From an optimization exercise on the open Yosys and OpenROAD flow, aimed at small area, a short achievable clock period and few clock cycles per item; shortcuts taken in it are not production practice. Function was checked by simulation only, so behaviour that the tests miss may differ from the original.

==> flow/design.v (excerpt) <==
module network_4_8_12_16_20_16(clk, reset, s_valid, m_ready, data_in, m_valid, s_ready, data_out);
Settings: LEC_CHECK=0, CAP_MARGIN=20, CORE_MARGIN=2, CORE_UTILIZATION=40, SLEW_MARGIN=20; clock period 10.0 ns.
standard.sh (not shown) runs the stock make flow with config.mk's settings and CLKGATE_MAP_FILE= SYNTH_SCRIPT=/design/flow/synth_recipe.tcl, a recipe that flattens the netlist after the stock synthesis.
==> flow/flow/run.sh <==
#!/bin/bash
set -euo pipefail
export SETUP_SLACK_MARGIN=5
bash standard.sh synth > synth.log 2>&1
python3 flow/flip_fa.py orfs/results/sky130hd/network_4_8_12_16_20_16/base/1_2_yosys.v > flip_fa.log 2>&1
bash standard.sh finish > standard.log 2>&1
Other scripts of this flow, unchanged in this note and not shown: flow/flow/flip_fa.py
The starting point completed with no timing, DRC or antenna violations.
Testbench counts at the start, summed over its fixed seeds: cycles 3,296, vectors 192.
Next try:
--- a/flow/flow/run.sh
+++ b/flow/flow/run.sh
@@ -3 +3 @@
-export SETUP_SLACK_MARGIN=5
+export SETUP_SLACK_MARGIN=4.75
What happened: Cell area drops by 0.37%; worst hold slack gets worse by 0.0052 ns; count of clock-buffer cells in the layout is lower by 3; setup slack degrades by 0.21 ns; wire length stays flat; sequential cell count is unchanged; cell count goes down by 0.32%.
Next try:
--- a/flow/flow/run.sh
+++ b/flow/flow/run.sh
@@ -3 +3 @@
-export SETUP_SLACK_MARGIN=4.75
+export SETUP_SLACK_MARGIN=5.5
Result: The new run went through all stages and came out clean; die area is unchanged; register-to-register slack is better by 0.41 ns; global-route usage increases by 0.67 points; final cell count increases slightly; worst setup slack is better by 0.41 ns; synthesized cell count stays the same; maximum frequency increases by a little under a tenth.
Next try:
- CORE_UTILIZATION: 40 -> 32
The changed run produced a clean layout.
Register-to-register slack gains 0.03 ns.
Critical path depth is unchanged.
Setup slack gains 0.029 ns.
Next try:
--- a/flow/flow/run.sh
+++ b/flow/flow/run.sh
@@ -3 +3 @@
-export SETUP_SLACK_MARGIN=5.5
+export SETUP_SLACK_MARGIN=5.25
- CORE_UTILIZATION: 32 -> 40
Clock skew barely changes.
Global-route usage rose by 6.1 points.
Critical path depth falls by 2.
Cell area shrinks by a few percent.
Setup slack is worse by 0.048 ns.
Cell count goes down by a little under a tenth.
Die area went down by about a fifth.
First-iteration DRC count rose by roughly a tenth.
Utilization goes up by 7.8 points.
Non-clock buffer count drops by 63.


== run 1 ==
network_4_8_12_16_20_16 again, from the RTL that the note above started with.
export LEC_CHECK = 0
export CAP_MARGIN = 20
export CORE_MARGIN = 2
export CORE_UTILIZATION = 55
export SLEW_MARGIN = 20
create_clock -name core_clock -period 10.0 [get_ports {clk}]
==> flow/flow/run.sh <==
#!/bin/bash
set -euo pipefail
export SETUP_SLACK_MARGIN=5.5
bash standard.sh finish > standard.log 2>&1
Testbench counts of run 1, summed over its fixed seeds: cycles 3,296, vectors 192.
> inputs changed (run 1 -> run 2)
# run 1
export LEC_CHECK = 0
export CAP_MARGIN = 20
export CORE_MARGIN = 2
export CORE_UTILIZATION = 55
export SLEW_MARGIN = 20
create_clock -name core_clock -period 10.0 [get_ports {clk}]
# run 2
export LEC_CHECK = 0
export CAP_MARGIN = 20
export CORE_MARGIN = 2
export CORE_UTILIZATION = 65
export SLEW_MARGIN = 20
create_clock -name core_clock -period 10.0 [get_ports {clk}]
--- outcome ---
Run 2 vs. run 1: count of buffers added by post-CTS timing repair for setup moved up, summed area of non-filler cells in the final layout fell by about 0.8%, amount of wire on met3 after detailed routing went up 12,000 um, final weighted congestion in routability-driven placement went up 1.2%. [run 2] minimum clock period rose 0.065 ns relative to run 1. Measured against run 2, the number of fill cells of run 1 comes out at 1.4 times the reference value. Synthesis-to-layout area growth in run 2 vs run 1: down 0.84 points. Higher clock skew goes to run 1 over run 2.
What run 3 does differently from run 2 at the input level:
# run 2
export LEC_CHECK = 0
export CAP_MARGIN = 20
export CORE_MARGIN = 2
export CORE_UTILIZATION = 65
export SLEW_MARGIN = 20
create_clock -name core_clock -period 10.0 [get_ports {clk}]
# run 3
export LEC_CHECK = 0
export CAP_MARGIN = 20
export CORE_MARGIN = 2
export CORE_UTILIZATION = 40
export SETUP_SLACK_MARGIN = 5
export SLEW_MARGIN = 20
create_clock -name core_clock -period 10.0 [get_ports {clk}]
==> flow/run.sh (new file) <==
#!/bin/bash
# synth_recipe.tcl (not shown) runs the flow's synth.tcl, then flattens the netlist and writes it again
# the make line also repeats each setting of config.mk as NAME=value (left out here)
make -C /OpenROAD-flow-scripts/flow DESIGN_CONFIG=/design/flow/config.mk WORK_HOME=/design/flow/orfs CLKGATE_MAP_FILE= SYNTH_SCRIPT=/design/flow/synth_recipe.tcl finish
removed: flow/flow/run.sh
removed: flow/standard.sh
==> run notes <==
Run comparison: run 2 critical path's slowest cell sky130_fd_sc_hd__dfxtp_2; run 3 critical path's slowest cell sky130_fd_sc_hd__fa_1. Delta (run 3 minus run 2): critical path buffer and inverter count now larger, level count of the clock H-tree did not really move.
[inputs] run 4 vs run 3
# run 3
export LEC_CHECK = 0
export CAP_MARGIN = 20
export CORE_MARGIN = 2
export CORE_UTILIZATION = 40
export SETUP_SLACK_MARGIN = 5
export SLEW_MARGIN = 20
create_clock -name core_clock -period 10.0 [get_ports {clk}]
# run 4
export LEC_CHECK = 0
export CAP_MARGIN = 20
export CORE_MARGIN = 2
export CORE_UTILIZATION = 40
export SLEW_MARGIN = 20
create_clock -name core_clock -period 10.0 [get_ports {clk}]
==> flow/flow/run.sh (new file) <==
#!/bin/bash
set -euo pipefail
export SETUP_SLACK_MARGIN=5.5
bash standard.sh finish > standard.log 2>&1
==> flow/standard.sh (new file) <==
#!/bin/bash
# synth_recipe.tcl (not shown) runs the flow's synth.tcl, then flattens the netlist and writes it again
# the make line also repeats each setting of config.mk as NAME=value (left out here)
make -C /OpenROAD-flow-scripts/flow DESIGN_CONFIG=/design/flow/config.mk WORK_HOME=/design/flow/orfs CLKGATE_MAP_FILE= SYNTH_SCRIPT=/design/flow/synth_recipe.tcl "${@:-finish}"
removed: flow/run.sh
==> comparison <==
Run 4: no failed stages, no open violations at the end
Run 3 reports its highest metal layer used by the detailed router as met4 while run 4 reports met5.
Run 4 ended up with a higher final design utilization than run 3 did.
Run 3 → run 4: via count of the first global-routing pass +1,053, worst setup timing slack at the placement stage -0.75 ns, met1 demand-to-capacity share in global routing -0.37 points, clock period minus final worst setup slack -0.23 ns, count of clock-buffer cells in the layout +5.
In the reports for run 3 and run 4, the smaller wire length belongs to run 3.
Run 3 → run 4: clock skew grew by 0.021 ns, post-route worst setup slack grew by 0.23 ns.

## afterwards: timing with drivers on the ports
The results above use ideal ports. As a check the final layouts listed here were re-extracted and re-timed, cells and wires unchanged. Step 1 sets driving cells, clkbuf_16 on the clock port and buf_2 on the other inputs (assumed; they add their load-dependent delay and slew). Step 2 adds t to the input delays and takes it off the output delays; t is the mean of the earliest and latest rising clock arrival at the registers after step 1. Input paths then give back, and output paths get back, about the clock's delay inside the block. Slacks: ideal ports / drivers / drivers and shift; pairs: ideal ports / drivers.
run | t (ns) | slack for setup (ns) | worst hold slack (ns) | worst register clock-pin slew, ns | worst slew at a driven data input, ns
the first run of note 1 | 0.857 | 5.125 / 5.125 / 5.125 | 0.418 / 0.418 / 0.418 | 0.07 / 0.07 | 0.05
the second run of note 1 | 0.841 | 4.913 / 4.913 / 4.913 | 0.412 / 0.412 / 0.412 | 0.07 / 0.07 | 0.07
the third run of note 1 | 0.818 | 5.323 / 5.323 / 5.267 | 0.415 / 0.415 / 0.415 | 0.07 / 0.07 | 0.05
the fourth run of note 1 | 0.839 | 5.352 / 5.352 / 5.352 | 0.417 / 0.417 / 0.417 | 0.08 / 0.08 | 0.03
the fifth run of note 1 | 0.839 | 5.304 / 5.304 / 5.304 | 0.419 / 0.419 / 0.419 | 0.07 / 0.07 | 0.04
run 1 | 0.812 | 5.397 / 5.397 / 5.335 | 0.415 / 0.415 / 0.415 | 0.08 / 0.08 | 0.05
run 2 | 0.811 | 5.332 / 5.332 / 5.332 | 0.415 / 0.415 / 0.415 | 0.08 / 0.08 | 0.06
run 3 | 0.846 | 5.198 / 5.198 / 5.198 | 0.418 / 0.418 / 0.418 | 0.07 / 0.07 | 0.08
run 4 | 0.846 | 5.432 / 5.432 / 5.432 | 0.411 / 0.411 / 0.411 | 0.08 / 0.08 | 0.10
After both steps setup and hold are still met in every run listed. The setup slack of run 1, which loses most, moves by 0.000 ns with the drivers and by -0.062 ns with both steps.
